From an optimization exercise on the open Yosys and OpenROAD flow, aimed at small area; shortcuts taken in it are not production practice. Only simulation tests tie the RTL to the original design; equivalence was not proved. Power is estimated from default activity; no workload was simulated.

Setup of v43:
==> flow/design.v (excerpt) <==
module uart_core (
    input wire clk,
    input wire rst_n,
    input  wire uart_rx_i,
    output wire uart_tx_o,
    input  wire uart_cts_i,
    output wire uart_rts_o,
    input wire        cfg_enable,
    input wire        cfg_rx_enable,
    input wire        cfg_tx_enable,
    input wire [31:0] cfg_baud_inc,
    input wire [ 1:0] cfg_parity_mode,
    input wire [ 1:0] cfg_stop_bits,
    input wire [ 1:0] cfg_data_bits,
    input wire        cfg_hw_flow_enable,
    input wire        ctrl_rx_fifo_clear,
    input wire        ctrl_tx_fifo_clear,
    input  wire       tx_byte_valid,
    output wire       tx_byte_ready,
    input  wire [7:0] tx_byte_data,
    output wire       rx_byte_valid,
    input  wire       rx_byte_ready,
    output wire [7:0] rx_byte_data,
    output wire rx_byte_frame_error,
    output wire rx_byte_parity_error,
    output wire rx_byte_break_detect,
    output wire [4:0] rx_fifo_level,
    output wire [4:0] tx_fifo_level,
    output wire rx_fifo_empty,
    output wire rx_fifo_full,
    output wire tx_fifo_empty,
    output wire tx_fifo_full,
    output wire rx_busy,
    output wire tx_busy,
    output wire cts_active,
    output wire rts_active,
    output wire cts_blocked,
    output wire event_rx_overrun,
    output wire event_rx_frame_error,
    output wire event_rx_parity_error,
    output wire event_rx_break_detect,
    output wire event_tx_done
);
export LEC_CHECK = 0
export ABC_AREA = 1
export CAP_MARGIN = 20
export CORE_MARGIN = 2
export CORE_UTILIZATION = 55
export CTS_BUF_LIST = sky130_fd_sc_hd__clkbuf_16
export CTS_CLUSTER_DIAMETER = 100
export CTS_CLUSTER_SIZE = 30
export PLACE_DENSITY = 0.8
export SLEW_MARGIN = 20
create_clock -name core_clock -period 10.0 [get_ports {clk}]
standard.sh (not shown) runs the stock make flow with config.mk's settings and CLKGATE_MAP_FILE= SYNTH_SCRIPT=/design/flow/synth_recipe.tcl, a recipe that flattens the netlist after the stock synthesis.
==> flow/flow/run.sh <==
#!/bin/bash
# Own layout flow: the standard synthesis, then the combinational logic of its netlist
# re-mapped by ABC with an area-oriented script (registers and full adders untouched, so
# every register keeps its name and cell), then the standard layout steps, with the port
# buffers made from the smallest buffer cell and a clock tree of clkbuf_16 leaves (clusters of at
# most 30 registers), clkbuf_8 root and tree buffers and no dummy loads. Each tool's output goes to
# a log file here.
set -euo pipefail
W=$PWD
R=$W/orfs/results/$FLOW_PLATFORM/uart_core/base
LIB=$FLOW_HOME/platforms/$FLOW_PLATFORM/lib/sky130_fd_sc_hd__tt_025C_1v80.lib
YOSYS=$(command -v yosys || echo "$FLOW_HOME/../tools/install/yosys/bin/yosys")

bash standard.sh synth > "$W/log_1_standard_synth.txt" 2>&1

mkdir -p "$W/reabc"
python3 flow/split_lib.py "$LIB" "$W/reabc" > "$W/log_2_split_lib.txt" 2>&1
cp "$R/1_2_yosys.v" "$W/reabc/standard_1_2_yosys.v"
cat > "$W/reabc/reabc.ys" <<YS
read_liberty -lib $W/reabc/keep.lib
read_liberty -ignore_miss_func $W/reabc/comb.lib
read_verilog $W/reabc/standard_1_2_yosys.v
hierarchy -check -top $FLOW_TOP
flatten
opt_clean
abc -liberty $LIB $(for c in sky130_fd_sc_hd__probe_p_8 sky130_fd_sc_hd__probec_p_8 '*lpflow*'; do printf -- '-dont_use %s ' "$c"; done) -script $W/flow/area.abc
read_liberty -lib -ignore_redef $LIB
opt_clean -purge
hilomap -singleton -hicell sky130_fd_sc_hd__conb_1 HI -locell sky130_fd_sc_hd__conb_1 LO
splitnets
opt_clean -purge
insbuf -buf sky130_fd_sc_hd__buf_4 A X
check -assert
stat -liberty $LIB
write_verilog -noattr -nohex -nodec $W/reabc/1_2_yosys.v
YS
"$YOSYS" -s "$W/reabc/reabc.ys" > "$W/log_3_reabc.txt" 2>&1
cp "$W/reabc/1_2_yosys.v" "$R/1_2_yosys.v"

CTS="-sink_clustering_enable -repair_clock_nets -sink_clustering_size 30 -sink_clustering_max_diameter 100"
CTS="$CTS -buf_list sky130_fd_sc_hd__clkbuf_16 -root_buf sky130_fd_sc_hd__clkbuf_8 -tree_buf sky130_fd_sc_hd__clkbuf_8 -dont_use_dummy_load"
bash standard.sh BUFFER_PORTS_ARGS="-buffer_cell sky130_fd_sc_hd__buf_1" CTS_ARGS="$CTS" finish > "$W/log_4_standard_layout.txt" 2>&1
==> flow/flow/area.abc <==
&get -n
&st
&deepsyn -T 60
&dch
&nf -R 1000
&put
topo
dnsize -c
==> flow/flow/split_lib.py <==
#!/usr/bin/env python3
"""Split the platform liberty into keep.lib (sequential cells and full adders: left as
they are) and comb.lib (other cells: read with their functions so ABC can re-map them)."""
import re, sys
src, out = sys.argv[1], sys.argv[2]
txt = open(src).read()
idx = [m.start() for m in re.finditer(r'\n\s*cell\s*\(', txt)]
head = txt[:idx[0]]
cells = []
for i, s in enumerate(idx):
    e = idx[i + 1] if i + 1 < len(idx) else txt.rfind('}')
    cells.append(txt[s:e])
def name(c):
    return re.search(r'cell\s*\(\s*"?(\w+)', c).group(1)
def keep(c):
    return re.search(r'\b(ff|latch|statetable)\s*\(', c) or re.search(r'__fa_\d', name(c))
open(out + '/keep.lib', 'w').write(head + ''.join(c for c in cells if keep(c)) + '\n}\n')
open(out + '/comb.lib', 'w').write(head + ''.join(c for c in cells if not keep(c)) + '\n}\n')
### v43 -> v46
- CTS_CLUSTER_DIAMETER: 100 -> 60
- CORE_UTILIZATION: 55 -> 60
- PLACE_DENSITY: 0.8 -> unset
- CTS_CLUSTER_SIZE: 30 -> 40
--- a/flow/flow/run.sh
+++ b/flow/flow/run.sh
@@ -2,7 +2,5 @@
 # Own layout flow: the standard synthesis, then the combinational logic of its netlist
-# re-mapped by ABC with an area-oriented script (registers and full adders untouched, so
+# re-mapped by ABC with an area-oriented script (registers, full and half adders untouched, so
 # every register keeps its name and cell), then the standard layout steps, with the port
-# buffers made from the smallest buffer cell and a clock tree of clkbuf_16 leaves (clusters of at
-# most 30 registers), clkbuf_8 root and tree buffers and no dummy loads. Each tool's output goes to
-# a log file here.
+# buffers made from the smallest buffer cell. Each tool's output goes to a log file here.
 set -euo pipefail
@@ -39,4 +37,2 @@
 
-CTS="-sink_clustering_enable -repair_clock_nets -sink_clustering_size 30 -sink_clustering_max_diameter 100"
-CTS="$CTS -buf_list sky130_fd_sc_hd__clkbuf_16 -root_buf sky130_fd_sc_hd__clkbuf_8 -tree_buf sky130_fd_sc_hd__clkbuf_8 -dont_use_dummy_load"
-bash standard.sh BUFFER_PORTS_ARGS="-buffer_cell sky130_fd_sc_hd__buf_1" CTS_ARGS="$CTS" finish > "$W/log_4_standard_layout.txt" 2>&1
+bash standard.sh BUFFER_PORTS_ARGS="-buffer_cell sky130_fd_sc_hd__buf_1" finish > "$W/log_4_standard_layout.txt" 2>&1
==> flow/flow/area.abc <==
&get -n
&st
&dch
&nf -R 1000
&put
topo
dnsize -c
--- a/flow/flow/split_lib.py
+++ b/flow/flow/split_lib.py
@@ -1,3 +1,3 @@
 #!/usr/bin/env python3
-"""Split the platform liberty into keep.lib (sequential cells and full adders: left as
+"""Split the platform liberty into keep.lib (sequential cells, full and half adders: left as
 they are) and comb.lib (other cells: read with their functions so ABC can re-map them)."""
@@ -15,3 +15,3 @@
 def keep(c):
-    return re.search(r'\b(ff|latch|statetable)\s*\(', c) or re.search(r'__fa_\d', name(c))
+    return re.search(r'\b(ff|latch|statetable)\s*\(', c) or re.search(r'__(fa|ha)_\d', name(c))
 open(out + '/keep.lib', 'w').write(head + ''.join(c for c in cells if keep(c)) + '\n}\n')
The flow did not stop early for v46: all stages ran, and the layout cleared the timing, design-rule and antenna checks.
The run showing the smaller row count is v46.
In the tables for v46 and v43, via count reads lower with v46.
Compared v46 vs v43, and area growth from synthesis to layout is up in v46.
--- input diff v46..v54 ---
- swapping sky130_fd_sc_hd__clkbuf_16 for sky130_fd_sc_hd__clkbuf_8 in CTS_BUF_LIST
- swapping 40 for 16 in CTS_CLUSTER_SIZE
- swapping 60 for 40 in CORE_UTILIZATION
==> results.txt <==
- Final hold slack ends up higher on v54.
- Final instance count without filler cells: v54 vs v46 up about 9%
- Compared v54 vs v46, and vias per cell is down in v54.
- Compared with v46, in v54 placed instance area +190 sq um, power -11%, portion of the layout cell area used by non-clock buffers ~0 delta, clock network fraction of design power -8.2 points, total of plain and repair buffers excluding clock buffers -3.
- Delta (v54 minus v46): fraction of met1 tracks used by global routing dropped 9.4 points; combinational power climbed about 0.8%.
Changes in v9 relative to v54:
- CTS_CLUSTER_DIAMETER now 70, was 60
- CTS_CLUSTER_SIZE now 36, was 16
- CTS_BUF_LIST now sky130_fd_sc_hd__clkbuf_16, was sky130_fd_sc_hd__clkbuf_8
--- outcome ---
Status | v54 and v9 | clean
Routed wire length for v9: about 1.1% down relative to v54
For the utilization of the core after routing, v9 came in 0.46 points higher than v54 did.
Setup slack in v9 is 0.086 ns lower than in v54
Side by side, share of the final layout cell area in multi-input gates turned out lower in v9 than in v54.
Total power of v9 is higher than that of v54.
v9 vs v54 — first-pass GRT wire length dropped slightly
Higher transition time at the pin with the least slew margin among v54 and v9: v9
As of v9, via count had fallen slightly compared to v54.
Changes observed in v9 relative to v54: clock period minus final worst setup slack shows an increase of 0.086 ns, met1 wire length shows a reduction of about 0.75%.
Inputs modified between v9 and v3:
- swapping 36 for 30 in CTS_CLUSTER_SIZE
- swapping 70 for 100 in CTS_CLUSTER_DIAMETER
- putting PLACE_DENSITY at 0.8 where nothing was set
--- a/flow/flow/run.sh
+++ b/flow/flow/run.sh
@@ -2,3 +2,3 @@
 # Own layout flow: the standard synthesis, then the combinational logic of its netlist
-# re-mapped by ABC with an area-oriented script (registers, full and half adders untouched, so
+# re-mapped by ABC with an area-oriented script (registers and full adders untouched, so
 # every register keeps its name and cell), then the standard layout steps, with the port
@@ -37,2 +37,4 @@
 
-bash standard.sh BUFFER_PORTS_ARGS="-buffer_cell sky130_fd_sc_hd__buf_1" finish > "$W/log_4_standard_layout.txt" 2>&1
+CTS="-sink_clustering_enable -repair_clock_nets -sink_clustering_size 30 -sink_clustering_max_diameter 100"
+CTS="$CTS -buf_list sky130_fd_sc_hd__clkbuf_16 -root_buf sky130_fd_sc_hd__clkbuf_8 -tree_buf sky130_fd_sc_hd__clkbuf_8 -dont_use_dummy_load"
+bash standard.sh BUFFER_PORTS_ARGS="-buffer_cell sky130_fd_sc_hd__buf_1" CTS_ARGS="$CTS" finish > "$W/log_4_standard_layout.txt" 2>&1
--- a/flow/flow/area.abc
+++ b/flow/flow/area.abc
@@ -2,2 +2,3 @@
 &st
+&deepsyn -T 60
 &dch
--- a/flow/flow/split_lib.py
+++ b/flow/flow/split_lib.py
@@ -1,3 +1,3 @@
 #!/usr/bin/env python3
-"""Split the platform liberty into keep.lib (sequential cells, full and half adders: left as
+"""Split the platform liberty into keep.lib (sequential cells and full adders: left as
 they are) and comb.lib (other cells: read with their functions so ABC can re-map them)."""
@@ -15,3 +15,3 @@
 def keep(c):
-    return re.search(r'\b(ff|latch|statetable)\s*\(', c) or re.search(r'__(fa|ha)_\d', name(c))
+    return re.search(r'\b(ff|latch|statetable)\s*\(', c) or re.search(r'__fa_\d', name(c))
 open(out + '/keep.lib', 'w').write(head + ''.join(c for c in cells if keep(c)) + '\n}\n')
==> results.txt <==
- v3 has completed all stages; timing, DRC and antenna checks passed.
- Changes observed in v3 relative to v9: total die area dropped 710 sq um; overall routing resource usage barely changed; sequential share of layout area climbed 2.6 points; average size of a mapped cell dropped 0.11 sq um; fmax dropped about 3%.
- Compared with v9, v3 is more frugal on power.
- On routed wire length, v3 does better than v9.
- v9 → v3: share of power burned in the clock network fell by 1.6 points; utilization fell by 0.84 points.
Setup changes, v3 to v1
- PLACE_DENSITY no longer set, was 0.8
--- a/flow/flow/run.sh
+++ b/flow/flow/run.sh
@@ -37,4 +37,2 @@
 
-CTS="-sink_clustering_enable -repair_clock_nets -sink_clustering_size 30 -sink_clustering_max_diameter 100"
-CTS="$CTS -buf_list sky130_fd_sc_hd__clkbuf_16 -root_buf sky130_fd_sc_hd__clkbuf_8 -tree_buf sky130_fd_sc_hd__clkbuf_8 -dont_use_dummy_load"
-bash standard.sh BUFFER_PORTS_ARGS="-buffer_cell sky130_fd_sc_hd__buf_1" CTS_ARGS="$CTS" finish > "$W/log_4_standard_layout.txt" 2>&1
+bash standard.sh BUFFER_PORTS_ARGS="-buffer_cell sky130_fd_sc_hd__buf_1" finish > "$W/log_4_standard_layout.txt" 2>&1
--- outcome ---
Looking at via density per instance across v3 and v1, the one that comes out lower is v1.
Against v3, the final cell area of v1 is higher.
v1 against v3: post-route fraction of the period consumed by the critical path closely matched the old numbers, placed wire-length estimate after detailed placement down 1.2%, wire length after detailed routing went up, cell count after placement moved up, cell count rose by about 1.5%.

========
Another version of the RTL of uart_core (not shown whole).
Size in the first run: roughly 1100 cells after synthesis, ~97 I/O pins, roughly 14000 um2 of cells after synthesis.
Settings: LEC_CHECK=0, ABC_AREA=1, CAP_MARGIN=0, CORE_MARGIN=2, CORE_UTILIZATION=40, CTS_BUF_LIST=sky130_fd_sc_hd__clkbuf_16, CTS_CLUSTER_DIAMETER=100, CTS_CLUSTER_SIZE=30, PLACE_DENSITY=0.8, SLEW_MARGIN=0; clock period 10.0 ns.
==> flow/flow/run.sh <==
#!/bin/bash
# Own layout flow: the standard synthesis, then the combinational logic of its netlist
# re-mapped by ABC with an area-oriented script (registers and full adders untouched, so
# every register keeps its name and cell), then the standard layout steps, with the port
# buffers made from the smallest buffer cell and a clock tree of clkbuf_16 leaves (clusters of at
# most 30 registers), clkbuf_8 root and tree buffers and no dummy loads. Each tool's output goes to
# a log file here.
set -euo pipefail
W=$PWD
R=$W/orfs/results/$FLOW_PLATFORM/uart_core/base
LIB=$FLOW_HOME/platforms/$FLOW_PLATFORM/lib/sky130_fd_sc_hd__tt_025C_1v80.lib
YOSYS=$(command -v yosys || echo "$FLOW_HOME/../tools/install/yosys/bin/yosys")

bash standard.sh synth > "$W/log_1_standard_synth.txt" 2>&1

mkdir -p "$W/reabc"
python3 flow/split_lib.py "$LIB" "$W/reabc" > "$W/log_2_split_lib.txt" 2>&1
cp "$R/1_2_yosys.v" "$W/reabc/standard_1_2_yosys.v"
cat > "$W/reabc/reabc.ys" <<YS
read_liberty -lib $W/reabc/keep.lib
read_liberty -ignore_miss_func $W/reabc/comb.lib
read_verilog $W/reabc/standard_1_2_yosys.v
hierarchy -check -top $FLOW_TOP
flatten
opt_clean
abc -liberty $LIB $(for c in sky130_fd_sc_hd__probe_p_8 sky130_fd_sc_hd__probec_p_8 '*lpflow*'; do printf -- '-dont_use %s ' "$c"; done) -script $W/flow/area.abc
read_liberty -lib -ignore_redef $LIB
opt_clean -purge
hilomap -singleton -hicell sky130_fd_sc_hd__conb_1 HI -locell sky130_fd_sc_hd__conb_1 LO
splitnets
opt_clean -purge
insbuf -buf sky130_fd_sc_hd__buf_4 A X
check -assert
stat -liberty $LIB
write_verilog -noattr -nohex -nodec $W/reabc/1_2_yosys.v
YS
"$YOSYS" -s "$W/reabc/reabc.ys" > "$W/log_3_reabc.txt" 2>&1
cp "$W/reabc/1_2_yosys.v" "$R/1_2_yosys.v"

CTS="-sink_clustering_enable -repair_clock_nets -sink_clustering_size 30 -sink_clustering_max_diameter 100"
CTS="$CTS -buf_list sky130_fd_sc_hd__clkbuf_16 -root_buf sky130_fd_sc_hd__clkbuf_8 -tree_buf sky130_fd_sc_hd__clkbuf_8 -dont_use_dummy_load"
bash standard.sh BUFFER_PORTS_ARGS="-buffer_cell sky130_fd_sc_hd__buf_1" CTS_ARGS="$CTS" finish > "$W/log_4_standard_layout.txt" 2>&1
Other scripts of this flow, unchanged in this note and not shown: flow/flow/area.abc, flow/flow/split_lib.py
Next try:
Settings changed: CAP_MARGIN 0 to 20, SLEW_MARGIN 0 to 20.
Result: The changed run finished with timing, DRC and antenna clean. Clock power stays flat. Hold slack barely changes. Sequential cell count stays the same. Non-clock buffer count is higher by 1. Routed wire length is about the same. Fmax barely changes.

separate check: timing with driven ports:
The flow's constraints put no driver on any port. The routed layouts listed below were extracted and timed again, unchanged, in two steps. Step 1 (the two cells are an assumption about what drives the block):
set clk [get_ports {clk}]
set_driving_cell -lib_cell sky130_fd_sc_hd__clkbuf_16 $clk
set_driving_cell -lib_cell sky130_fd_sc_hd__buf_2 [delete_from_list [all_inputs] $clk]
Step 2 times the ports against the registers' clock, not the clock port: input delays grow and output delays shrink by t, the midpoint of the rising clock arrivals with the driver on. Slacks: ideal / step 1 / step 2; pairs: ideal / step 1.
run	shift t [ns]	slack for setup (ns)	worst slew at a driven data input, ns
v43	0.590	0.484 / 0.502 / -0.088	0.07
v46	0.593	0.826 / 0.855 / 0.261	0.05
v54	0.652	0.872 / 0.899 / 0.247	0.05
v9	0.578	0.787 / 0.818 / 0.240	0.05
v3	0.601	0.497 / 0.518 / -0.083	0.07
v1	0.565	0.512 / 0.538 / -0.027	0.07
the first run of note 2	0.601	0.482 / 0.501 / -0.100	0.08
the second run of note 2	0.599	0.478 / 0.497 / -0.101	0.08
With both steps, setup timing fails in 5 of these runs, where it was met with ideal ports. The setup slack of v54, which loses most, moves by +0.027 ns with the drivers and by -0.625 ns with both steps.
